Source: an optimization exercise on an open RTL-to-GDS flow (aim: small area, a short achievable clock period and few clock cycles). Production flows keep margins and buffers that such runs may drop.
No functional check of the RTL was part of any run shown here.
Power is estimated from default activity; no workload was simulated.

==> design.v <==
`timescale 1ns / 1ps
module full_reciprocal(
input logic clk,
input logic rst,  
input logic start,
output logic ready,
input logic [15:0] input0,
output logic [23:0] output0  
);
localparam int FL = 16;           
localparam int XW = FL - 1;       
localparam int KMAX = 1 << (20 - FL);
logic          busy;   
logic          first;  
logic [15:0]   x;      
logic [XW:0]   p;      
logic [19:0]   q;      
logic [19:0]   res;    
assign output0 = {4'b0, res};
logic          ta_e;    
logic [3:0]    ta_q;    
logic [7:0]    rowa;
logic [16:8]  ta_ge;   
assign rowa = input0[15:8];
always_comb begin
	ta_ge[8] = rowa <= 8'd255;
	ta_ge[9] = rowa <= 8'd226;
	ta_ge[10] = rowa <= 8'd203;
	ta_ge[11] = rowa <= 8'd185;
	ta_ge[12] = rowa <= 8'd169;
	ta_ge[13] = rowa <= 8'd156;
	ta_ge[14] = rowa <= 8'd145;
	ta_ge[15] = rowa <= 8'd135;
	ta_ge[16] = 1'b0;
	ta_q = '0;
	for (int k = 8; k <= 15; k++)
		if (ta_ge[k] & ~ta_ge[k+1]) ta_q = ta_q | 4'(k);
end
assign ta_e = (rowa >= 8'd128) & ~((rowa == 8'd128) | (rowa == 8'd136) | (rowa == 8'd146) | (rowa == 8'd157) | (rowa == 8'd170) | (rowa == 8'd186) | (rowa == 8'd204) | (rowa == 8'd227));
logic fast;
assign fast = |x[15:FL-1];
logic [KMAX+1:8] t;    
always_comb begin
	for (int k = 8; k <= KMAX; k++) t[k] = ({4'b0, x} <= 20'(524288 / k));
	t[KMAX+1] = 1'b0;
end
logic [19:0] fq;
always_comb begin
	fq = '0;
	for (int k = 8; k <= KMAX; k++)
		if (t[k] & ~t[k+1]) fq = fq | 20'(k);
end
logic [XW-1:0] xs;     
logic [XW-1:0] msk;    
logic [XW-1:0] msb;    
assign xs = x[XW-1:0];
always_comb begin
	msk[XW-1] = xs[XW-1];
	for (int i = XW-2; i >= 0; i--) msk[i] = msk[i+1] | xs[i];
	msb = xs & ~(msk >> 1);
end
logic [XW-1:0] r1;
assign r1 = (-xs) & msk;
logic [XW+1:0] diff;
logic          qb;
logic [XW-1:0] r;
assign diff = {1'b0, p} - {2'b0, xs};
assign qb   = ~diff[XW+1];
assign r    = qb ? diff[XW-1:0] : p[XW-1:0];
logic        pow2;
logic [19:0] xrev;
always_ff @(posedge clk) pow2 <= (xs & (xs - 1'b1)) == '0;
always_comb begin
	xrev = '0;
	for (int i = 0; i < XW; i++) xrev[19-i] = xs[i];
end
logic tdone, fdone, sdone;
assign tdone = ~busy & start & ta_e;
assign fdone = first & fast;
assign sdone = busy & ~first & q[19];
always_ff @(posedge clk) begin
	if (!busy)
		x <= input0;
	if (first) begin
		p <= {r1, 1'b0};
		q <= {{(18-XW){1'b0}}, msb, 2'b01};
	end else begin
		p <= {r, 1'b0};
		q <= {q[18:0], qb};
	end
	if (!rst) begin
		if (sdone)
			res <= pow2 ? xrev : {q[18:0], qb};
		else if (fdone)
			res <= fq;
		else if (tdone)
			res <= 20'(ta_q);
	end
	if (rst) begin
		busy  <= 1'b0;
		first <= 1'b0;
		ready <= 1'b0;
	end else begin
		busy  <= busy ? ~(fdone | sdone) : start & ~ta_e;
		first <= ~busy & start & ~ta_e;
		ready <= fdone | sdone | tdone;
	end
end
endmodule
==> run.sh <==
#!/bin/bash
# synth_recipe.tcl (not shown) runs the flow's synth.tcl, then flattens the netlist and writes it again
# the make line also repeats each setting of config.mk as NAME=value (left out here)
make -C /OpenROAD-flow-scripts/flow DESIGN_CONFIG=/design/flow/config.mk WORK_HOME=/design/flow/orfs CLKGATE_MAP_FILE= SYNTH_SCRIPT=/design/flow/synth_recipe.tcl finish
==> config.mk <==
export PLATFORM = sky130hd
export DESIGN_NAME = full_reciprocal
export DESIGN_NICKNAME = full_reciprocal
export VERILOG_FILES = /design/flow/design.v
export SDC_FILE = /design/flow/constraint.sdc
export NUM_CORES = 4
export LEC_CHECK = 0
export CAP_MARGIN = 20
export CORE_MARGIN = 2
export CORE_UTILIZATION = 40
export SETUP_SLACK_MARGIN = 5
export SLEW_MARGIN = 20
==> constraint.sdc <==
create_clock -name core_clock -period 8.0 [get_ports {clk}]
set_input_delay 1.6000 -clock core_clock [delete_from_list [all_inputs] [get_ports {clk}]]
set_output_delay 1.6000 -clock core_clock [all_outputs]
set_load 0.01 [all_outputs]
==> results.json, run 1 <==
{
  "status": "finished clean",
  "ir_drop_mv": 0.110,
  "final.period_utilization": 0.369,
  "ios": 44,
  "timing.rr.start": "x[8]",
  "cp-end-kind": "flop",
  "ctsHoldBuffers": 0,
  "dp_hpwl_um": 8970,
  "coreArea_sq_um": 11600,
  "final_hold_viol_count": 0,
  "p_comb_frac": 0.417,
  "r2r_end": "res[2]",
  "die_h_um": 113,
  "fp.dieW_um": 113,
  "htreeDepth": 3,
  "p_sw_frac": 0.353,
  "fillers": 1079,
  "diodes": 0,
  "cp_data_required_time_ns": 8.05,
  "synth.distinct_cells": 67,
  "synth_top_cell_by_area": "edfxtp_1",
  "synth-seq-cells": 75,
  "post-route-util": 0.521,
  "slew_headroom": 0.308,
  "firstDrtPassIters": 7,
  "ys_seq_area_frac": 0.389,
  "crit_top_cell": "buf_6",
  "tritoncts": "done",
  "cp_max_fo": 10,
  "wl_per_cell_um": 18.3,
  "area_growth_pct": 25.8,
  "fin_tns_setup_ns": 0,
  "place_area_sq_um": 5250,
  "reg2regPathDepth": 6,
  "synth_edf_count": 36,
  "grt_pass1_wl_um": 21200,
  "cp-start-kind": "input port",
  "dieArea_sq_um": 12900,
  "rrSetupSlack_ns": 5.16,
  "skew_ns": 0.0102,
  "tightest_slew_ns": 1.03,
  "mostFrequentLayoutCells": "nor2_1 (58), dfxtp_1 (39), buf_4 (37)",
  "grt_max_degree": 51,
  "grt_pass1_vias": 4202,
  "drive_gt1_frac": 0.153,
  "start_util": 0.414,
  "min_period_ns": 2.95,
  "cts_root_buffer": "clkbuf_16",
  "synthesis.area_sq_um": 4790,
  "p_clk_frac": 0.246,
  "p_per_area_nw_per_um2": 271,
  "drv_cap": 0,
  "hold_depth": 2,
  "syn_inst": 554,
  "remaining_drc_errors": 0,
  "yosys-top-cells-area": "edfxtp_1 (23%), dfxtp_1 (16%), mux2i_1 (6.1%), ha_1 (4.7%), nor2_1 (4.6%)",
  "holdPathEnd": "q[13]",
  "dr_total_vias": 4566,
  "antenna_left": 0,
  "min_path_type": "flop to flop",
  "synthFlopType": "dfxtp_1",
  "cts-buffers-inserted": 9,
  "final_area_sq_um": 6030,
  "drtIter0Drc": 357,
  "hp-start": "q[12]",
  "setup_viol_count_final": 0,
  "cp_slowest_stage_delay_ns": 0.20,
  "fmax_ghz": 0.339,
  "synthArstFlopShare": 0,
  "final_common_cell": "nor2_1",
  "cp_cell_sequence": "buf_6 > nor4b_2 > a31oi_2 > o21ai_2 > nor2_2 > nand3_2 > buf_6 > a31oi_4 > buf_6",
  "clock_path_buffers": 2,
  "slowest_stage": "a31oi_4",
  "antenna_found_initial": 0,
  "pwr-share-seq": 0.338,
  "switchingPower_uw": 576,
  "cts.sinks": 75,
  "rsz0062_at_grt": "yes",
  "gp_congestion": 0.928,
  "cp.arrival_ns": 3.00,
  "num_rows": 39,
  "clk_pin_slew_worst_paths_ns": 0.06,
  "port_buffers": 39,
  "routed_wl_um": 13900,
  "p_leak_uw": 0.00226,
  "synth.avg_cell_area_sq_um": 8.65,
  "synth_top_area_share": 0.226,
  "grt_overflow": 0,
  "drv_slew": 0,
  "clk_latency_ns": 0.34,
  "crit_type": "input port to flop",
  "track_usage": 0.207,
  "internal-power_uw": 1060,
  "yosys_warnings": 1,
  "viasPerCell": 6.02,
  "nets": 649
}
-- worst max-delay path: cells and delay by family --
family	cells	cell delay [ns]
AO/OA/AOI/OAI	3	0.48
AND/OR/NAND/NOR	3	0.44
buffers and inverters	3	0.48
-- cells in the mapped netlist, types with 3 or more instances --
library cell  number
nand2b_1           3
xnor2_1           11
nor4_1             6
o21ai_0           36
a31oi_1           10
o311ai_0           3
xor2_1             4
and3_1             5
a21oi_1           33
or3_1              6
nand2_1           30
inv_1             30
o2bb2ai_1          6
nor2b_1           13
nand4_1            4
a41o_1             3
o211ai_1           7
edfxtp_1          36
ha_1              18
nor3_1            21
o31a_1             4
o21a_1            10
nor4bb_1           4
mux2i_1           29
o31ai_1            9
o22ai_1            3
and2_1             3
dfxtp_1           39
buf_2              4
nor2_1            59
buf_4              4
clkbuf_1          32
nand3_1           23
a211oi_1           4
-- how the worst max path moves through the flow --
stage,from,to,slack [ns],depth (start not counted)
2_1_floorplan,input0[14],res[0],4.75,7
3_3_place_gp,input0[11],res[10],3.97,7
3_5_place_dp,input0[11],res[11],3.87,7
4_1_cts,input0[13],res[11],5.02,10
5_1_grt,input0[15],res[1],4.98,10
6_report,input0[9],res[0],5.05,9
-- cell type report --
cell class	count	area, sq um	area share
tap	143	179	0.0297
sequential	75	1860	0.309
clock buffer	9	225	0.0374
inverter	32	120	0.0199
multi-input combinational	410	2780	0.462
timing repair buffer	83	793	0.132
clock inverter	7	66.3	0.0110
-- flip-flops by register name, indices dropped and copies added, names as in the netlist --
register / cells
busy: 1
first: 1
p: 15
pow2: 1
q: 20
ready: 1
res: 20
x: 16
-- kinds of logic after synthesis --
family | after synthesis | share of synthesized area
DFF | 75 | 0.389
adders and majority gates | 19 | 0.0512
muxes | 31 | 0.0653
AOI/OAI and AO/OA | 149 | 0.204
buffers and inverters | 73 | 0.0614
xor gates and xnor gates | 15 | 0.0274
other | 1 | 0.000783
and+or+nand+nor | 191 | 0.202
-- power by group through the flow --
stage	logic [uW]	clock network [uW]	registers (uW)
6_report	680	401	551
2_1_floorplan	516	0	537
3_3_place_gp	614	0	567
4_1_cts	643	408	559
5_1_grt	761	427	560
3_5_place_dp	626	0	569
-- routing by layer --
layer / vias up / routed length, um / global-route usage
met5: - / 0 / 0
met4: 0 / 291 / 0.0561
met3: 37 / 1020 / 0.0537
met2: 211 / 6790 / 0.347
met1: 2178 / 5770 / 0.268
li1: 2140 / - / -
-- stage by stage --
stage | instances | total power (uW) | setup WS (ns) | hold slack (ns)
floorplan | 557 | 1050 | 4.75 | 0.429
global placement | 702 | 1180 | 3.97 | 0.442
detailed placement | 702 | 1200 | 3.87 | 0.445
CTS | 729 | 1610 | 5.02 | 0.456
global route | 759 | 1750 | 4.98 | 0.479
finish | 759 | 1630 | 5.05 | 0.452
-- repair_timing --
item / in CTS / in global routing
pin swaps: 4 / 6
gates cloned: 2 / 1
buffers inserted: 9 / 29
resized for setup: 39 / 41
setup endpoints to repair: 38 / 38
==> inputs of run 2 (changes only) <==
==> flow/run.sh (new file) <==
#!/bin/bash
set -euo pipefail
MARGIN=$(cat flow/margin.txt)
bash standard.sh SETUP_SLACK_MARGIN=$MARGIN finish > standard_flow.log 2>&1
==> flow/margin.txt (new file) <==
5.5
==> standard.sh (new file) <==
#!/bin/bash
# synth_recipe.tcl (not shown) runs the flow's synth.tcl, then flattens the netlist and writes it again
# the make line also repeats each setting of config.mk as NAME=value (left out here)
make -C /OpenROAD-flow-scripts/flow DESIGN_CONFIG=/design/flow/config.mk WORK_HOME=/design/flow/orfs CLKGATE_MAP_FILE= SYNTH_SCRIPT=/design/flow/synth_recipe.tcl "${@:-finish}"
--- a/config.mk
+++ b/config.mk
@@ -9,4 +9,3 @@
 export CORE_MARGIN = 2
 export CORE_UTILIZATION = 40
-export SETUP_SLACK_MARGIN = 5
 export SLEW_MARGIN = 20
removed: run.sh
==> run 2 against run 1 <==
  * Cell area grew 6.9%
  * Worst hold slack worse by 0.0059 ns
  * Still clean
  * Non-clock buffer count increased by 36
  * Die area unchanged
  * Combinational power grew 35%
  * Worst setup slack improved by 0.056 ns
  * Sequential power barely moved
  * Synthesized cell count did not move
  * Largest cell class unchanged
  * Critical path type unchanged
  * Area after synthesis unchanged
  * Clock skew is 0.0016 ns lower
  * Highest routed layer unchanged
==> results.json, run 2 <==
{
  "reg2regPathDepth": 7,
  "synthTopCellsByCount": "nor2_1 (59), dfxtp_1 (39), edfxtp_1 (36), o21ai_0 (36), a21oi_1 (33)",
  "fillers": 1051,
  "antenna_found_initial": 0,
  "holdPathEnd": "q[13]",
  "coreArea_sq_um": 11600,
  "clk_latency_ns": 0.34,
  "post-route-util": 0.557,
  "cp-end-kind": "flop",
  "clk_pin_slew_worst_paths_ns": 0.06,
  "yosys_warnings": 1,
  "final_hold_viol_count": 0,
  "viasPerCell": 5.90,
  "setup_viol_count_final": 0,
  "dp_hpwl_um": 9290,
  "synthFlopType": "dfxtp_1",
  "cts_root_buffer": "clkbuf_16",
  "nets": 686,
  "p_leak_uw": 0.00248,
  "fmax_ghz": 0.346,
  "final_cell_count_no_fill": 796,
  "grt_pass1_vias": 4421,
  "wl_per_cell_um": 18.7,
  "rsz0062_at_grt": "yes",
  "grt_pass1_wl_um": 23200,
  "hold_depth": 2,
  "area_growth_pct": 34.5,
  "synthArstFlopShare": 0,
  "drv_cap": 0,
  "antenna_left": 0,
  "mostFrequentLayoutCells": "buf_4 (67), nor2_1 (58), dfxtp_1 (39)",
  "min_period_ns": 2.89,
  "htreeDepth": 3,
  "min_path_type": "flop to flop",
  "grt_overflow": 0,
  "dr_total_vias": 4696,
  "synth-seq-cells": 75,
  "ys_seq_area_frac": 0.389,
  "tightest_slew_ns": 1.03,
  "skew_ns": 0.00863,
  "cts.sinks": 75,
  "grt_max_degree": 51,
  "syn_inst": 554,
  "gp_congestion": 0.936,
  "firstDrtPassIters": 5,
  "drv_slew": 0,
  "crit_type": "input port to flop",
  "tritoncts": "done",
  "synth_edf_count": 36,
  "drive_gt1_frac": 0.262,
  "fin_tns_setup_ns": 0,
  "synth_most_common_cell": "nor2_1",
  "dieArea_sq_um": 12900,
  "timing.rr.start": "x[2]",
  "hp-start": "q[12]",
  "top_regs": "q (20), res (20), x (16)",
  "ios": 44,
  "clock_path_buffers": 2,
  "synthesis.area_sq_um": 4790,
  "status": "finished clean",
  "num_rows": 39,
  "synth_top_cell_by_area": "edfxtp_1",
  "ir_drop_mv": 0.0930,
  "final_common_cell": "buf_4",
  "r2r_end": "res[1]",
  "place_inst": 701,
  "routed_wl_um": 14900,
  "final.period_utilization": 0.362,
  "slew_headroom": 0.314,
  "rrSetupSlack_ns": 5.23,
  "cp_max_fo": 7,
  "track_usage": 0.229,
  "cp_data_required_time_ns": 8.05,
  "fp.dieW_um": 113,
  "cp.arrival_ns": 2.94,
  "port_buffers": 39,
  "die_h_um": 113,
  "cp-start-kind": "input port",
  "remaining_drc_errors": 0,
  "start_util": 0.414,
  "drtIter0Drc": 483,
  "synth_top_area_share": 0.226,
  "p_per_area_nw_per_um2": 295,
  "ctsHoldBuffers": 0,
  "synth.avg_cell_area_sq_um": 8.65,
  "yosys-top-cells-area": "edfxtp_1 (23%), dfxtp_1 (16%), mux2i_1 (6.1%), ha_1 (4.7%), nor2_1 (4.6%)",
  "diodes": 0,
  "synth.distinct_cells": 67,
  "cts-buffers-inserted": 9
}
## run 2: cell type report
class	instances	area (sq um)	share of cell area
Sequential cell	75	1860	0.289
Inverter	32	133	0.0206
Multi-Input combinational cell	411	2920	0.453
Timing Repair Buffer	119	1020	0.159
Clock buffer	13	304	0.0472
Clock inverter	3	22.5	0.00349
Tap cell	143	179	0.0278
## run 2: kinds of logic after synthesis
family	Yosys count	share of synthesized area
AO/OA/AOI/OAI	149	0.204
flip-flops	75	0.389
other	1	0.000783
multiplexers	31	0.0653
buffers and inverters	73	0.0614
adder cells (fa/ha/maj)	19	0.0512
AND/OR/NAND/NOR	191	0.202
XOR/XNOR	15	0.0274
## run 2: worst max-delay path by stage
stage / slack [ns] / endpoint / from
final: 5.11 / res[10] / input0[11]
after floorplan: 4.75 / res[0] / input0[14]
after global routing: 5.06 / res[1] / input0[11]
after CTS: 5.12 / res[1] / input0[11]
after detailed placement: 3.87 / res[11] / input0[11]
after global placement: 3.93 / res[10] / input0[11]
## run 2: through the flow
stage / hold slack [ns] / area, sq um / total power [uW] / worst slack, ns
after floorplan: 0.429 / 4860 / 1060 / 4.75
final: 0.447 / 6440 / 1900 / 5.11
after global placement: 0.441 / 5250 / 1190 / 3.93
after global routing: 0.472 / 6440 / 2020 / 5.06
after CTS: 0.449 / 6080 / 1750 / 5.12
after detailed placement: 0.449 / 5250 / 1200 / 3.87
## run 2: what timing repair did
action | CTS | global route
setup buffers | 51 | 24
endpoints found under the setup margin | 65 | 40
gates resized for setup | 163 | 38
endpoints found under the hold margin | 0 | 0
pin swaps | 14 | 17
gates cloned | 3 | 1
## run 2: routing by layer
| metal | part of all wire | track usage |
|---|---|---|
| met5 | 0 | 0 |
| met4 | 0.027 | 0.0764 |
| met3 | 0.078 | 0.0404 |
| met2 | 0.48 | 0.381 |
| met1 | 0.42 | 0.302 |
## run 2: power breakdown
part	leakage [uW]	internal (uW)	switching, uW
clock	0.000162	268	163
combinational	0.00164	457	461
sequential	0.000677	495	54.2
total	0.00248	1220	678
## run 2: critical path: stages
cell      delay (ns)
buf_12          0.11
nor3b_4         0.13
o211ai_1        0.18
o21ai_1         0.13
nor2_2          0.13
nand3_2         0.12
a31oi_4         0.37
buf_12          0.16
==> inputs of run 3 (changes only) <==
--- a/design.v
+++ b/design.v
@@ -20,16 +20,16 @@
 logic          ta_e;    
 logic [3:0]    ta_q;    
-logic [7:0]    rowa;
+logic [5:0]    rowa;
 logic [16:8]  ta_ge;   
-assign rowa = input0[15:8];
+assign rowa = input0[15:10];
 always_comb begin
-	ta_ge[8] = rowa <= 8'd255;
-	ta_ge[9] = rowa <= 8'd226;
-	ta_ge[10] = rowa <= 8'd203;
-	ta_ge[11] = rowa <= 8'd185;
-	ta_ge[12] = rowa <= 8'd169;
-	ta_ge[13] = rowa <= 8'd156;
-	ta_ge[14] = rowa <= 8'd145;
-	ta_ge[15] = rowa <= 8'd135;
+	ta_ge[8] = rowa <= 6'd63;
+	ta_ge[9] = rowa <= 6'd55;
+	ta_ge[10] = rowa <= 6'd50;
+	ta_ge[11] = rowa <= 6'd45;
+	ta_ge[12] = rowa <= 6'd41;
+	ta_ge[13] = rowa <= 6'd38;
+	ta_ge[14] = rowa <= 6'd35;
+	ta_ge[15] = rowa <= 6'd33;
 	ta_ge[16] = 1'b0;
 	ta_q = '0;
@@ -37,5 +37,5 @@
 		if (ta_ge[k] & ~ta_ge[k+1]) ta_q = ta_q | 4'(k);
 end
-assign ta_e = (rowa >= 8'd128) & ~((rowa == 8'd128) | (rowa == 8'd136) | (rowa == 8'd146) | (rowa == 8'd157) | (rowa == 8'd170) | (rowa == 8'd186) | (rowa == 8'd204) | (rowa == 8'd227));
+assign ta_e = (rowa >= 6'd32) & ~((rowa == 6'd32) | (rowa == 6'd34) | (rowa == 6'd36) | (rowa == 6'd39) | (rowa == 6'd42) | (rowa == 6'd46) | (rowa == 6'd51) | (rowa == 6'd56));
 logic fast;
 assign fast = |x[15:FL-1];
==> run 3 against run 2 <==
  * Register-to-register slack improved by 0.26 ns
  * First-iteration DRC count down 14%
  * Largest cell class unchanged
  * Worst hold slack better by 0.011 ns
  * Via count is 9.8% lower
  * Final cell count down 8.4%
  * Synthesized cell count fell by 8.5%
  * Combinational power up 3.3%
  * Maximum frequency grew 2.4%
  * Clock skew about the same
  * Area after synthesis is 3.3% lower
==> results.json, run 3 <==
{
  "grt_pass1_vias": 4042,
  "viasPerCell": 5.81,
  "synth-seq-cells": 75,
  "area_growth_pct": 29.7,
  "final_hold_viol_count": 0,
  "cp-start-kind": "input port",
  "setup_viol_count_final": 0,
  "hp-start": "q[13]",
  "dr_total_vias": 4235,
  "cp_max_fo": 5,
  "grt_overflow": 0,
  "synth_top_area_share": 0.233,
  "min_path_type": "flop to flop",
  "tritoncts": "done",
  "synth_top_cell_by_area": "edfxtp_1",
  "final_cell_count_no_fill": 729,
  "synth_most_common_cell": "nor2_1",
  "rrSetupSlack_ns": 5.49,
  "top_regs": "q (20), res (20), x (16)",
  "wl_per_cell_um": 18.1,
  "synthFlopType": "dfxtp_1",
  "m1WireLength_um": 5840,
  "dp_hpwl_um": 8240,
  "p_leak_uw": 0.00227,
  "antenna_left": 0,
  "drv_cap": 0,
  "die_h_um": 112,
  "dieArea_sq_um": 12500,
  "slew_headroom": 0.361,
  "fin_tns_setup_ns": 0,
  "timing.rr.start": "x[2]",
  "final.period_utilization": 0.353,
  "wl_met3_um": 1000,
  "start_util": 0.407,
  "antenna_found_initial": 0,
  "post-route-util": 0.528,
  "fillers": 1052,
  "drtIter0Drc": 413,
  "ios": 44,
  "yosys-top-cells-area": "edfxtp_1 (23%), dfxtp_1 (17%), mux2i_1 (7.1%), ha_1 (4.9%), nor2_1 (3.6%)",
  "rsz0062_at_grt": "yes",
  "reg2regPathDepth": 10,
  "track_usage": 0.216,
  "cts-buffers-inserted": 9,
  "diodes": 0,
  "coreArea_sq_um": 11400,
  "cp-end-kind": "flop",
  "cp_data_required_time_ns": 8.06,
  "r2r_end": "res[0]",
  "synthTopCellsByCount": "nor2_1 (45), nand2_1 (40), dfxtp_1 (39)",
  "fp.dieW_um": 112,
  "status": "finished clean",
  "cp.arrival_ns": 2.89,
  "drive_gt1_frac": 0.235,
  "synth_edf_count": 36,
  "clk_pin_slew_worst_paths_ns": 0.06,
  "top_layer": "met4",
  "mostFrequentLayoutCells": "nor2_1 (43), buf_4 (43), nand2_1 (39), dfxtp_1 (39), edfxtp_1 (36)",
  "nets": 619,
  "synthArstFlopShare": 0,
  "htreeDepth": 3,
  "grt_pass1_wl_um": 21500,
  "gp_congestion": 0.916,
  "cts.sinks": 75,
  "crit_type": "input port to flop",
  "holdPathEnd": "q[14]",
  "port_buffers": 39,
  "skew_ns": 0.00825,
  "p_per_area_nw_per_um2": 320,
  "syn_inst": 507,
  "firstDrtPassIters": 5,
  "synth.avg_cell_area_sq_um": 9.14,
  "routed_wl_um": 13200,
  "place_inst": 656,
  "yosys_warnings": 1,
  "grt_max_degree": 42,
  "num_rows": 39,
  "wl_met2_um": 5890,
  "ys_seq_area_frac": 0.402,
  "synth.distinct_cells": 65,
  "clk_latency_ns": 0.34,
  "power.total_uw": 1920,
  "place_area_sq_um": 5050,
  "min_period_ns": 2.83,
  "final_area_sq_um": 6010,
  "hold_depth": 2,
  "synthesis.area_sq_um": 4630,
  "remaining_drc_errors": 0,
  "fmax_ghz": 0.354,
  "cts_root_buffer": "clkbuf_16",
  "drv_slew": 0,
  "ir_drop_mv": 0.163,
  "clock_path_buffers": 2,
  "tightest_slew_ns": 0.957
}
-- run 3: changes by cell type after synthesis, sizes merged, moves of 6 or more --
cell / before / now
buf: 9 / 18
clkbuf: 32 / 19
nand2: 30 / 40
nand4: 4 / 10
nor2: 59 / 45
o21a: 10 / 4
o21ai: 36 / 27
-- run 3: layout make-up --
class	count	area (sq um)	area share
inverters	29	113	0.0188
repair buffers	96	871	0.145
multi-input cells	370	2680	0.446
clock inverters	7	80.1	0.0133
clock buffers	9	225	0.0375
flip-flops and latches	75	1860	0.310
well taps	143	179	0.0298
-- run 3: metrics by stage --
step	worst slack (ns)	hold WS, ns
floorplan	4.83	0.423
global placement	4.14	0.441
detailed placement	4.05	0.448
CTS	5.18	0.458
global route	5.11	0.481
finish	5.17	0.457
-- run 3: worst max path at each step --
stage                     endpoint  cells after the start  slack, ns       start
after detailed placement   res[11]                      7       4.05  input0[12]
final                      res[17]                      8       5.17  input0[14]
after global routing        res[1]                      9       5.11  input0[14]
after CTS                   res[4]                      8       5.18  input0[14]
after global placement     res[11]                      7       4.14  input0[11]
after floorplan             res[0]                      6       4.83  input0[12]
-- run 3: cells by family after synthesis --
| logic type | Yosys count | share of synthesized area |
|---|---|---|
| AO/OA/AOI/OAI | 123 | 0.184 |
| XOR/XNOR | 15 | 0.0284 |
| adder cells (fa/ha/maj) | 19 | 0.0529 |
| buffers and inverters | 66 | 0.0640 |
| flip-flops | 75 | 0.402 |
| multiplexers | 35 | 0.0762 |
| other | 1 | 0.000810 |
| AND/OR/NAND/NOR | 173 | 0.192 |
-- run 3: per-layer routing --
layer  track usage  vias up
li1              -     2024
met1         0.298     1982
met2         0.337      186
met3        0.0376       43
met4        0.0922        0
met5             0        -
-- run 3: power by group --
part / total (uW) / internal (uW) / switching, uW
logic: 948 / 487 / 461
clock network: 424 / 247 / 177
registers: 552 / 497 / 54.8
total: 1920 / 1230 / 693
-- run 3: timing repair --
item | in CTS | in global routing
buffers inserted | 43 | 11
gates cloned | 3 | 0
endpoints found under the setup margin | 82 | 39
resized for setup | 143 | 21
hold buffers | 0 | 0
pin swaps | 12 | 10
-- run 3: critical path, cell delays in order --
cell,delay [ns]
buf_12,0.11
xor2_1,0.15
a31oi_1,0.17
o21ai_2,0.09
nand3b_1,0.17
buf_6,0.17
a31oi_4,0.27
buf_16,0.16
==> inputs of run 4 (changes only) <==
--- a/config.mk
+++ b/config.mk
@@ -9,3 +9,4 @@
 export CORE_MARGIN = 2
 export CORE_UTILIZATION = 40
+export CTS_BUF_LIST = sky130_fd_sc_hd__clkbuf_8
 export SLEW_MARGIN = 20
==> run 4 against run 3 <==
  * Utilization decreased by 1.3 points
  * Cell area decreased by 2.5%
  * Sequential power about the same
  * Non-clock buffer count decreased by 3
  * Total power decreased by 6.1%
  * Count of clock-buffer cells in the layout unchanged
  * Register-to-register slack got worse by 0.06 ns
  * Synthesized cell count unchanged
  * Area after synthesis unchanged
  * Clock skew increased by 0.0040 ns
  * Worst hold slack improved by 0.0033 ns
  * Clock power decreased by 26%
  * Critical path type unchanged
==> results.json, run 4 <==
{
  "status": "finished clean",
  "grt_max_degree": 42,
  "cts_root_buffer": "clkbuf_8",
  "dp_hpwl_um": 8240,
  "remaining_drc_errors": 0,
  "cp_cell_sequence": "buf_8 > nor2_2 > mux2i_1 > o31a_1 > o21ai_2 > nand3b_1 > buf_6 > buf_6 > a31oi_4 > buf_6",
  "fin_tns_setup_ns": 0,
  "r2r_end": "p[14]",
  "skew_ns": 0.0122,
  "synth_top_cell_by_area": "edfxtp_1",
  "tightest_slew_ns": 0.961,
  "fillers": 1071,
  "synth_most_common_cell": "nor2_1",
  "top_regs": "q (20), res (20), x (16)",
  "setup_viol_count_final": 0,
  "diodes": 0,
  "drtIter0Drc": 404,
  "antenna_left": 0,
  "track_usage": 0.213,
  "synth.distinct_cells": 65,
  "synth_top_family_by_area": "simple AND/OR/NAND/NOR gates",
  "ys_seq_area_frac": 0.402,
  "synthMuxAreaShare": 0.0762,
  "yosys-top-cells-area": "edfxtp_1 (23%), dfxtp_1 (17%), mux2i_1 (7.1%), ha_1 (4.9%), nor2_1 (3.6%)",
  "cp_top_family": "buffers and inverters",
  "viasPerCell": 5.86,
  "antenna_found_initial": 0,
  "final_cell_count_no_fill": 726,
  "tritoncts": "done",
  "ctsHoldBuffers": 0,
  "slew_headroom": 0.359,
  "ios": 44,
  "grt_overflow": 0,
  "drv_cap": 0,
  "cts.sinks": 75,
  "dr_total_vias": 4254,
  "cp_max_fo": 9,
  "synthesis.area_sq_um": 4630,
  "synth_top_area_share": 0.233,
  "ir_drop_mv": 0.152,
  "synth-seq-cells": 75,
  "drive_gt1_frac": 0.233,
  "min_period_ns": 2.78,
  "synthTopCellsByCount": "nor2_1 (45), nand2_1 (40), dfxtp_1 (39)",
  "timing.rr.start": "x[1]",
  "cp.arrival_ns": 2.87,
  "yosys_warnings": 1,
  "crit_end": "res[1]",
  "p_per_area_nw_per_um2": 309,
  "startpoint": "input0[12]",
  "synthFlopType": "dfxtp_1",
  "crit_cells": 10,
  "dieArea_sq_um": 12500,
  "cp-end-kind": "flop",
  "rsz0062_at_grt": "yes",
  "fp.dieW_um": 112,
  "path_buf_inv": 4,
  "cp-start-kind": "input port",
  "rrSetupSlack_ns": 5.43,
  "crit_top_cell": "buf_6",
  "final_hold_viol_count": 0,
  "start_util": 0.407,
  "synth-xor-area-share": 0.0284,
  "synth_fa_ha_area_frac": 0.0529,
  "mostFrequentLayoutCells": "nor2_1 (43), buf_4 (40), nand2_1 (39)",
  "synth.avg_cell_area_sq_um": 9.14,
  "min_path_type": "flop to flop",
  "cp_slowest_stage_delay_ns": 0.17,
  "drv_slew": 0,
  "synth_edf_count": 36,
  "coreArea_sq_um": 11400,
  "num_rows": 39,
  "cts-buffers-inserted": 9,
  "nets": 616,
  "slowest_stage": "o31a_1",
  "clock_path_buffers": 2,
  "final.period_utilization": 0.348,
  "clk_latency_ns": 0.36,
  "htreeDepth": 3,
  "die_h_um": 112,
  "area_growth_pct": 26.4,
  "clk_pin_slew_worst_paths_ns": 0.08,
  "fmax_ghz": 0.359,
  "firstDrtPassIters": 10,
  "gp_congestion": 0.916,
  "synthArstFlopShare": 0,
  "syn_inst": 507,
  "yosys.area_share.simple": 0.192,
  "wl_per_cell_um": 18.1,
  "reg2regPathDepth": 10,
  "final_common_cell": "nor2_1",
  "grt_pass1_vias": 4022,
  "cp_data_required_time_ns": 8.08,
  "grt_pass1_wl_um": 21300,
  "p_leak_uw": 0.00220,
  "crit_type": "input port to flop",
  "port_buffers": 39,
  "synth_compound_area_frac": 0.184,
  "routed_wl_um": 13100,
  "place_inst": 656
}
-- run 4: cell types whose count changed in the layout (fill, tap and decap cells not counted), sizes merged --
cell | previous run | this run
inv | 32 | 33
buf | 81 | 79
clkinvlp | 2 | 1
clkdlybuf4s15 | 3 | 2
-- run 4: how the worst min path moves through the flow --
stage | slack, ns | cells after the start | start | endpoint
finish | 0.46 | 2 | q[13] | q[14]
global route | 0.48 | 1 | q[0] | q[1]
CTS | 0.46 | 2 | q[13] | q[14]
detailed placement | 0.45 | 2 | q[13] | q[14]
global placement | 0.44 | 1 | q[6] | q[7]
floorplan | 0.42 | 2 | q[2] | q[3]
-- run 4: tightest hold or removal path, stage by stage (launching register included) --
cell and delay [ns]:
dfxtp_1 0.32, inv_1 0.05, o21ai_0 0.06
-- run 4: layout make-up --
| cell class | count | area, sq um | area share |
|---|---|---|---|
| clock inverter | 7 | 80.1 | 0.0137 |
| timing repair buffer | 93 | 826 | 0.141 |
| clock buffer | 9 | 124 | 0.0212 |
| multi-input combinational | 370 | 2670 | 0.457 |
| sequential | 75 | 1860 | 0.318 |
| inverter | 29 | 109 | 0.0186 |
| tap | 143 | 179 | 0.0306 |
-- run 4: kinds of logic after synthesis --
group | count (synthesis)
mux | 35
simple gates | 173
fa+ha+maj | 19
xor+xnor | 15
other cells | 1
buf+inv | 66
compound gates | 123
flops | 75
-- run 4: layer usage --
| layer | global-route usage | routed length (um) | vias up | share of wire |
|---|---|---|---|---|
| met5 | 0 | 0 | - | 0 |
| met4 | 0.0856 | 475 | 0 | 0.036 |
| met3 | 0.0408 | 1050 | 50 | 0.080 |
| met2 | 0.330 | 5840 | 213 | 0.45 |
| met1 | 0.294 | 5760 | 1976 | 0.44 |
| li1 | - | - | 2015 | - |
-- run 4: report_power, final --
part           total (uW)  switching (uW)  internal, uW  leakage, uW
combinational         939             456           483      0.00142
sequential            554            57.2           497     0.000674
clock                 313             164           149     0.000103
total                1810             677          1130      0.00220
-- run 4: what timing repair did --
action	in CTS	in global routing
gates resized for setup	144	24
setup endpoints to repair	82	54
buffers inserted	41	10
pin swaps	12	11
cloned	3	0
-- run 4: metrics by stage --
stage	worst slack [ns]	util	hold WS (ns)	area [sq um]	power, uW
6_report	5.22	0.515	0.461	5850	1810
5_1_grt	5.14	0.515	0.478	5850	1920
4_1_cts	5.23	0.499	0.461	5680	1700
3_5_place_dp	4.05	0.444	0.448	5050	1220
3_3_place_gp	4.14	0.444	0.441	5050	1200
2_1_floorplan	4.83	-	0.423	4700	1090
==> inputs of run 5 (changes only) <==
--- a/design.v
+++ b/design.v
@@ -19,23 +19,39 @@
 assign output0 = {4'b0, res};
 logic          ta_e;    
-logic [3:0]    ta_q;    
-logic [5:0]    rowa;
-logic [16:8]  ta_ge;   
-assign rowa = input0[15:10];
+logic [4:0]    ta_q;    
+logic [7:0]    rowa;
+logic [32:8]  ta_ge;   
+assign rowa = input0[15:8];
 always_comb begin
-	ta_ge[8] = rowa <= 6'd63;
-	ta_ge[9] = rowa <= 6'd55;
-	ta_ge[10] = rowa <= 6'd50;
-	ta_ge[11] = rowa <= 6'd45;
-	ta_ge[12] = rowa <= 6'd41;
-	ta_ge[13] = rowa <= 6'd38;
-	ta_ge[14] = rowa <= 6'd35;
-	ta_ge[15] = rowa <= 6'd33;
-	ta_ge[16] = 1'b0;
+	ta_ge[8] = rowa <= 8'd255;
+	ta_ge[9] = rowa <= 8'd226;
+	ta_ge[10] = rowa <= 8'd203;
+	ta_ge[11] = rowa <= 8'd185;
+	ta_ge[12] = rowa <= 8'd169;
+	ta_ge[13] = rowa <= 8'd156;
+	ta_ge[14] = rowa <= 8'd145;
+	ta_ge[15] = rowa <= 8'd135;
+	ta_ge[16] = rowa <= 8'd127;
+	ta_ge[17] = rowa <= 8'd119;
+	ta_ge[18] = rowa <= 8'd112;
+	ta_ge[19] = rowa <= 8'd106;
+	ta_ge[20] = rowa <= 8'd101;
+	ta_ge[21] = rowa <= 8'd96;
+	ta_ge[22] = rowa <= 8'd92;
+	ta_ge[23] = rowa <= 8'd88;
+	ta_ge[24] = rowa <= 8'd84;
+	ta_ge[25] = rowa <= 8'd80;
+	ta_ge[26] = rowa <= 8'd77;
+	ta_ge[27] = rowa <= 8'd74;
+	ta_ge[28] = rowa <= 8'd72;
+	ta_ge[29] = rowa <= 8'd69;
+	ta_ge[30] = rowa <= 8'd67;
+	ta_ge[31] = rowa <= 8'd65;
+	ta_ge[32] = 1'b0;
 	ta_q = '0;
-	for (int k = 8; k <= 15; k++)
-		if (ta_ge[k] & ~ta_ge[k+1]) ta_q = ta_q | 4'(k);
+	for (int k = 8; k <= 31; k++)
+		if (ta_ge[k] & ~ta_ge[k+1]) ta_q = ta_q | 5'(k);
 end
-assign ta_e = (rowa >= 6'd32) & ~((rowa == 6'd32) | (rowa == 6'd34) | (rowa == 6'd36) | (rowa == 6'd39) | (rowa == 6'd42) | (rowa == 6'd46) | (rowa == 6'd51) | (rowa == 6'd56));
+assign ta_e = (rowa >= 8'd64) & ~((rowa == 8'd64) | (rowa == 8'd66) | (rowa == 8'd68) | (rowa == 8'd70) | (rowa == 8'd73) | (rowa == 8'd75) | (rowa == 8'd78) | (rowa == 8'd81) | (rowa == 8'd85) | (rowa == 8'd89) | (rowa == 8'd93) | (rowa == 8'd97) | (rowa == 8'd102) | (rowa == 8'd107) | (rowa == 8'd113) | (rowa == 8'd120) | (rowa == 8'd128) | (rowa == 8'd136) | (rowa == 8'd146) | (rowa == 8'd157) | (rowa == 8'd170) | (rowa == 8'd186) | (rowa == 8'd204) | (rowa == 8'd227));
 logic fast;
 assign fast = |x[15:FL-1];
--- a/config.mk
+++ b/config.mk
@@ -9,4 +9,3 @@
 export CORE_MARGIN = 2
 export CORE_UTILIZATION = 40
-export CTS_BUF_LIST = sky130_fd_sc_hd__clkbuf_8
 export SLEW_MARGIN = 20
==> run 5 against run 4 <==
  * Final cell count up 21%
  * Worst setup slack lost 0.46 ns
  * Non-clock buffer count rose by 19
  * Die area increased by 12%
  * Clock skew is 0.0035 ns lower
  * Maximum frequency is 14% lower
  * Largest power group unchanged
==> results.json, run 5 <==
{
  "status": "finished clean",
  "synthArstFlopShare": 0,
  "synth-seq-cells": 75,
  "routed_wl_um": 17100,
  "fin_tns_setup_ns": 0,
  "area_growth_pct": 38.2,
  "startpoint": "input0[14]",
  "grt_max_degree": 67,
  "crit_type": "input port to flop",
  "drv_cap": 0,
  "rsz0062_at_grt": "yes",
  "slew_headroom": 0.408,
  "p_leak_uw": 0.00277,
  "fp.dieW_um": 118,
  "start_util": 0.410,
  "grt_pass1_wl_um": 26500,
  "synth_top_area_share": 0.208,
  "die_h_um": 118,
  "viasPerCell": 6.05,
  "antenna_left": 0,
  "min_path_type": "flop to flop",
  "synth_fa_ha_area_frac": 0.0510,
  "drive_gt1_frac": 0.297,
  "dp_hpwl_um": 10300,
  "port_buffers": 39,
  "cp-start-kind": "input port",
  "holdWs_ns": 0.448,
  "wl_per_cell_um": 19.5,
  "final_hold_viol_count": 0,
  "synth.distinct_cells": 79,
  "synth-xor-area-share": 0.0303,
  "htreeDepth": 3,
  "cts-buffers-inserted": 9,
  "firstDrtPassIters": 6,
  "synth.avg_cell_area_sq_um": 8.40,
  "yosys-top-cells-area": "edfxtp_1 (21%), dfxtp_1 (15%), mux2i_1 (5.0%), ha_1 (4.3%), o21ai_0 (4.1%)",
  "internal-power_uw": 1190,
  "diodes": 0,
  "clk_latency_ns": 0.35,
  "p_clk_frac": 0.224,
  "ir_drop_mv": 0.138,
  "nets": 737,
  "synth_top_family_by_area": "simple AND/OR/NAND/NOR gates",
  "r2r_end": "res[0]",
  "tightest_slew_ns": 0.887,
  "reg2regPathDepth": 8,
  "grt_pass1_vias": 4981,
  "drtIter0Drc": 447,
  "timing.rr.start": "x[5]",
  "final_common_cell": "nor2_1",
  "gp_congestion": 0.878,
  "rrSetupSlack_ns": 5.18,
  "synthFlopType": "dfxtp_1",
  "setup_viol_count_final": 0,
  "antenna_found_initial": 0,
  "min_period_ns": 3.25,
  "switchingPower_uw": 662,
  "clock_path_buffers": 2,
  "drv_slew": 0,
  "cp.arrival_ns": 3.32,
  "clk_pin_slew_worst_paths_ns": 0.06,
  "synthMuxAreaShare": 0.0522,
  "mostFrequentLayoutCells": "nor2_1 (53), buf_4 (49), nand2_1 (38), dfxtp_1 (38), edfxtp_1 (36)",
  "synthTopCellsByCount": "nor2_1 (56), nand2_1 (44), o21ai_0 (43)",
  "skew_ns": 0.00875,
  "p_sw_frac": 0.358,
  "yosys.area_share.simple": 0.222,
  "grt_overflow": 0,
  "top_regs": "q (20), res (20), x (16)",
  "p_per_area_nw_per_um2": 258,
  "dr_total_vias": 5303,
  "num_rows": 41,
  "synth_top_cell_by_area": "edfxtp_1",
  "pwr-share-seq": 0.304,
  "dieArea_sq_um": 13900,
  "synthesis.area_sq_um": 5200,
  "cts.sinks": 75,
  "cp-end-kind": "flop",
  "fmax_ghz": 0.308,
  "fillers": 1129,
  "ios": 44,
  "synth_most_common_cell": "nor2_1",
  "remaining_drc_errors": 0,
  "ys_seq_area_frac": 0.358,
  "synth_compound_area_frac": 0.213,
  "cts_root_buffer": "clkbuf_16",
  "crit_end": "res[0]",
  "coreArea_sq_um": 12700,
  "track_usage": 0.238,
  "cp_data_required_time_ns": 8.07,
  "yosys_warnings": 1,
  "cp_max_fo": 6,
  "tritoncts": "done",
  "final.period_utilization": 0.406,
  "p_comb_frac": 0.472,
  "ctsHoldBuffers": 0,
  "synth_edf_count": 36,
  "syn_inst": 619
}
-- run 5: changes by cell type after synthesis, moves of 7 or more --
cell / delta
or4_1: +7
inv_1: +9
clkbuf_1: +7
a31oi_1: +7
nand2b_1: +7
mux2i_1: -7
o22ai_1: +10
nor2_1: +11
a21oi_1: +7
o21ai_0: +17
-- run 5: worst min-delay path by stage --
stage | from | endpoint | slack, ns | cells after the start
finish | q[6] | q[7] | 0.45 | 2
global route | q[10] | q[11] | 0.47 | 2
CTS | q[6] | q[7] | 0.45 | 2
detailed placement | q[6] | q[7] | 0.45 | 2
global placement | q[4] | q[5] | 0.44 | 2
floorplan | q[10] | q[11] | 0.43 | 2
-- run 5: cell families after synthesis --
| logic type | Yosys count |
|---|---|
| muxes | 27 |
| adders and majority gates | 21 |
| DFF | 75 |
| other | 1 |
| and+or+nand+nor | 223 |
| AOI/OAI and AO/OA | 167 |
| xor gates and xnor gates | 18 |
| buffers and inverters | 87 |
-- run 5: metrics by stage --
| stage | total power, uW | cell area (sq um) | utilization | worst slack (ns) | instances |
|---|---|---|---|---|---|
| global placement | 1200 | 5680 | 0.448 | 2.99 | 788 |
| CTS | 1790 | 6870 | 0.542 | 4.75 | 862 |
| finish | 1850 | 7180 | 0.567 | 4.75 | 876 |
| floorplan | 1080 | 5390 | - | 4.50 | 622 |
| detailed placement | 1210 | 5680 | 0.448 | 2.92 | 788 |
| global route | 1960 | 7180 | 0.567 | 4.64 | 876 |
-- run 5: routing by layer --
metal / vias up / routed length, um / global-route usage
li1: 2456 / - / -
met1: 2538 / 7100 / 0.307
met2: 249 / 8100 / 0.398
met3: 60 / 1220 / 0.0499
met4: 0 / 632 / 0.0745
met5: - / 0 / 0
-- run 5: worst max-delay path, stage by stage --
cell and delay, ns:
buf_16 0.12, buf_6 0.12, a2111oi_4 0.33, a21oi_1 0.08, a31oi_1 0.20, o211ai_1 0.11
or4_4 0.45, o31ai_4 0.21, o22ai_2 0.10
-- run 5: power by group through the flow --
stage	Clock, uW	Combinational, uW	Sequential, uW
6_report	414	874	562
5_1_grt	435	954	572
4_1_cts	421	810	561
3_5_place_dp	0	628	586
3_3_place_gp	0	615	583
2_1_floorplan	0	526	555
-- run 5: layout make-up --
type | instances | area [sq um] | share of cell area
Clock inverter | 6 | 73.8 | 0.0103
Tap cell | 172 | 215 | 0.0300
Sequential cell | 75 | 1860 | 0.259
Inverter | 40 | 160 | 0.0223
Clock buffer | 10 | 229 | 0.0319
Timing Repair Buffer | 112 | 1200 | 0.168
Multi-Input combinational cell | 461 | 3440 | 0.479
-- run 5: what timing repair did --
item                       CTS  global route
setup endpoints to repair   71            49
gates cloned                 8             1
resized for setup          232            45
buffers inserted            50            12
pin swaps                   34            22
==> inputs of run 6 (changes only) <==
==> run.sh (new file) <==
#!/bin/bash
# synth_recipe.tcl (not shown) runs the flow's synth.tcl, then flattens the netlist and writes it again
# the make line also repeats each setting of config.mk as NAME=value (left out here)
make -C /OpenROAD-flow-scripts/flow DESIGN_CONFIG=/design/flow/config.mk WORK_HOME=/design/flow/orfs CLKGATE_MAP_FILE= SYNTH_SCRIPT=/design/flow/synth_recipe.tcl finish
--- a/config.mk
+++ b/config.mk
@@ -9,3 +9,4 @@
 export CORE_MARGIN = 2
 export CORE_UTILIZATION = 40
+export SETUP_SLACK_MARGIN = 5
 export SLEW_MARGIN = 20
removed: flow/run.sh
removed: flow/margin.txt
removed: standard.sh
==> run 6 against run 5 <==
  * Worst setup slack worse by 0.15 ns
  * Synthesized cell count stayed put
  * Utilization is 5.6 points lower
  * Sequential cell count stayed put
  * Highest routed layer unchanged
  * Count of clock-buffer cells in the layout is 1 lower
==> results.json, run 6 <==
{
  "status": "finished clean",
  "syn_inst": 619,
  "drv_slew": 0,
  "tightest_slew_ns": 0.909,
  "clock_path_buffers": 2,
  "track_usage": 0.216,
  "coreArea_sq_um": 12700,
  "crit_type": "input port to flop",
  "ir_drop_mv": 0.106,
  "synth.distinct_cells": 79,
  "grt_max_degree": 67,
  "cp_max_fo": 3,
  "ios": 44,
  "top_regs": "q (20), res (20), x (16)",
  "mostFrequentLayoutCells": "nor2_1 (54), nand2_1 (41), dfxtp_1 (38)",
  "synth_edf_count": 36,
  "fmax_ghz": 0.294,
  "start_util": 0.410,
  "cp.arrival_ns": 3.49,
  "synthFlopType": "dfxtp_1",
  "synth-seq-cells": 75,
  "synthArstFlopShare": 0,
  "drtIter0Drc": 383,
  "firstDrtPassIters": 5,
  "tritoncts": "done",
  "power.total_uw": 1660,
  "cts_root_buffer": "clkbuf_16",
  "rsz0062_at_grt": "yes",
  "p_per_area_nw_per_um2": 256,
  "gp_congestion": 0.886,
  "p_leak_uw": 0.00239,
  "final.period_utilization": 0.425,
  "final_area_sq_um": 6470,
  "antenna_found_initial": 0,
  "synthesis.area_sq_um": 5200,
  "synthTopCellsByCount": "nor2_1 (56), nand2_1 (44), o21ai_0 (43)",
  "grt_overflow": 0,
  "place_area_sq_um": 5640,
  "die_h_um": 118,
  "drv_cap": 0,
  "yosys_warnings": 1,
  "final_common_cell": "nor2_1",
  "min_path_type": "flop to flop",
  "dp_hpwl_um": 10100,
  "nets": 703,
  "viasPerCell": 5.94,
  "fp.dieW_um": 118,
  "wl_per_cell_um": 18.0,
  "remaining_drc_errors": 0,
  "cp_data_required_time_ns": 8.09,
  "num_rows": 41,
  "ys_seq_area_frac": 0.358,
  "min_period_ns": 3.40,
  "cp-end-kind": "flop",
  "cts-buffers-inserted": 9,
  "synth_top_area_share": 0.208,
  "final_hold_viol_count": 0,
  "area_growth_pct": 24.5,
  "synth.avg_cell_area_sq_um": 8.40,
  "cts.sinks": 75,
  "skew_ns": 0.00734,
  "antenna_left": 0,
  "port_buffers": 39,
  "setup_viol_count_final": 0,
  "dieArea_sq_um": 13900,
  "slew_headroom": 0.393,
  "dr_total_vias": 5001,
  "synth_top_cell_by_area": "edfxtp_1",
  "htreeDepth": 3,
  "cp-start-kind": "input port",
  "clk_latency_ns": 0.34,
  "synth_most_common_cell": "nor2_1",
  "clk_pin_slew_worst_paths_ns": 0.06,
  "grt_pass1_wl_um": 24200,
  "fin_tns_setup_ns": 0,
  "diodes": 0,
  "drive_gt1_frac": 0.160,
  "yosys-top-cells-area": "edfxtp_1 (21%), dfxtp_1 (15%), mux2i_1 (5.0%), ha_1 (4.3%), o21ai_0 (4.1%)",
  "grt_pass1_vias": 4745,
  "routed_wl_um": 15200
}
==> run 6: cell counts after synthesis <==
No cell type changed its count.
==> run 6: worst paths after layout <==
check            start  endpoint  slack (ns)  depth (start not counted)
max          input0[9]    res[3]        4.60                          9
min               q[4]      q[5]        0.45                          2
max reg2reg       x[5]    res[0]        5.16                          8
min reg2reg       q[4]      q[5]        0.45                          2
==> run 6: kinds of logic (layout without fill, tap and decap cells) <==
| group | after synthesis | count (layout) | synth area share |
|---|---|---|---|
| flops | 75 | 75 | 0.358 |
| simple gates | 223 | 223 | 0.222 |
| xor+xnor | 18 | 18 | 0.0303 |
| other cells | 1 | 4 | 0.000722 |
| compound gates | 167 | 168 | 0.213 |
| fa+ha+maj | 21 | 21 | 0.0510 |
| mux | 27 | 27 | 0.0522 |
| buf+inv | 87 | 134 | 0.0720 |
==> run 6: per-layer routing <==
metal / vias to the layer above / wire length (um) / global-route usage / share of wire
li1: 2383 / - / - / -
met1: 2346 / 6740 / 0.287 / 0.44
met2: 217 / 6960 / 0.340 / 0.46
met3: 55 / 915 / 0.0383 / 0.060
met4: 0 / 567 / 0.0986 / 0.037
met5: - / 0 / 0 / 0
==> run 6: final cells by class <==
cell class                 count  area, sq um
clock buffer                   9          225
clock inverter                 7         65.1
fill                        1204         6200
inverter                      40          158
multi-input combinational    461         3160
sequential                    75         1860
tap                          172          215
timing repair buffer          78          786
==> run 6: worst max-delay path, cell delays in order <==
cell and delay, ns:
buf_8 0.08, buf_12 0.10, buf_4 0.11, or2b_1 0.14, o21ai_1 0.08, and3_1 0.22, or4_4 0.52, or3_4 0.39
a32o_1 0.25
==> run 6: metrics by stage <==
stage	instances	util	hold WS (ns)	worst slack [ns]
6_report	842	0.511	0.446	4.60
5_1_grt	842	0.511	0.478	4.57
4_1_cts	833	0.496	0.445	4.58
3_5_place_dp	789	0.445	0.443	2.94
3_3_place_gp	789	0.445	0.442	3.04
2_1_floorplan	622	-	0.429	4.50
==> run 6: what timing repair did <==
| item | 4_1_cts | 5_1_grt |
|---|---|---|
| hold buffers | 0 | 0 |
| setup endpoints to repair | 44 | 39 |
| pin swaps | 11 | 10 |
| setup buffers | 26 | 8 |
| cloned | 2 | 0 |
| resized for setup | 76 | 26 |
==> run 6: power breakdown <==
part | internal, uW | leakage (uW) | switching [uW] | total (uW)
Sequential | 505 | 0.000683 | 53.3 | 559
Clock | 219 | 0.000141 | 181 | 400
Combinational | 324 | 0.00156 | 374 | 698
Total | 1050 | 0.00239 | 609 | 1660

==> separate check: timing with driven ports <==
In the flow no input, the clock included, has a driving cell. The finished layouts below were timed again as built, in two steps.
Step 1 (the two cells are an assumption about what drives the block):
set clk [get_ports {clk}]
set_driving_cell -lib_cell sky130_fd_sc_hd__clkbuf_16 $clk
set_driving_cell -lib_cell sky130_fd_sc_hd__buf_2 [delete_from_list [all_inputs] $clk]
Step 2 also shifts input and output timing later by t, the mid clock arrival at the registers, as if the neighbouring blocks saw the same clock.
Slacks: ideal ports / drivers / drivers and shift; pairs: ideal ports / drivers.
| run | t, ns | setup slack, ns | worst slew at a driven data input, ns |
|---|---|---|---|
| run 1 | 0.374 | 5.050 / 5.017 / 4.642 | 0.11 |
| run 2 | 0.370 | 5.106 / 5.099 / 4.729 | 0.06 |
| run 3 | 0.375 | 5.173 / 5.164 / 4.789 | 0.06 |
| run 4 | 0.391 | 5.216 / 5.200 / 4.809 | 0.06 |
| run 5 | 0.382 | 4.751 / 4.646 / 4.264 | 0.19 |
| run 6 | 0.376 | 4.602 / 4.591 / 4.215 | 0.06 |
After both steps every run listed still meets setup and hold. The setup slack of run 5, which loses most, moves by -0.105 ns with the drivers and by -0.487 ns with both steps.
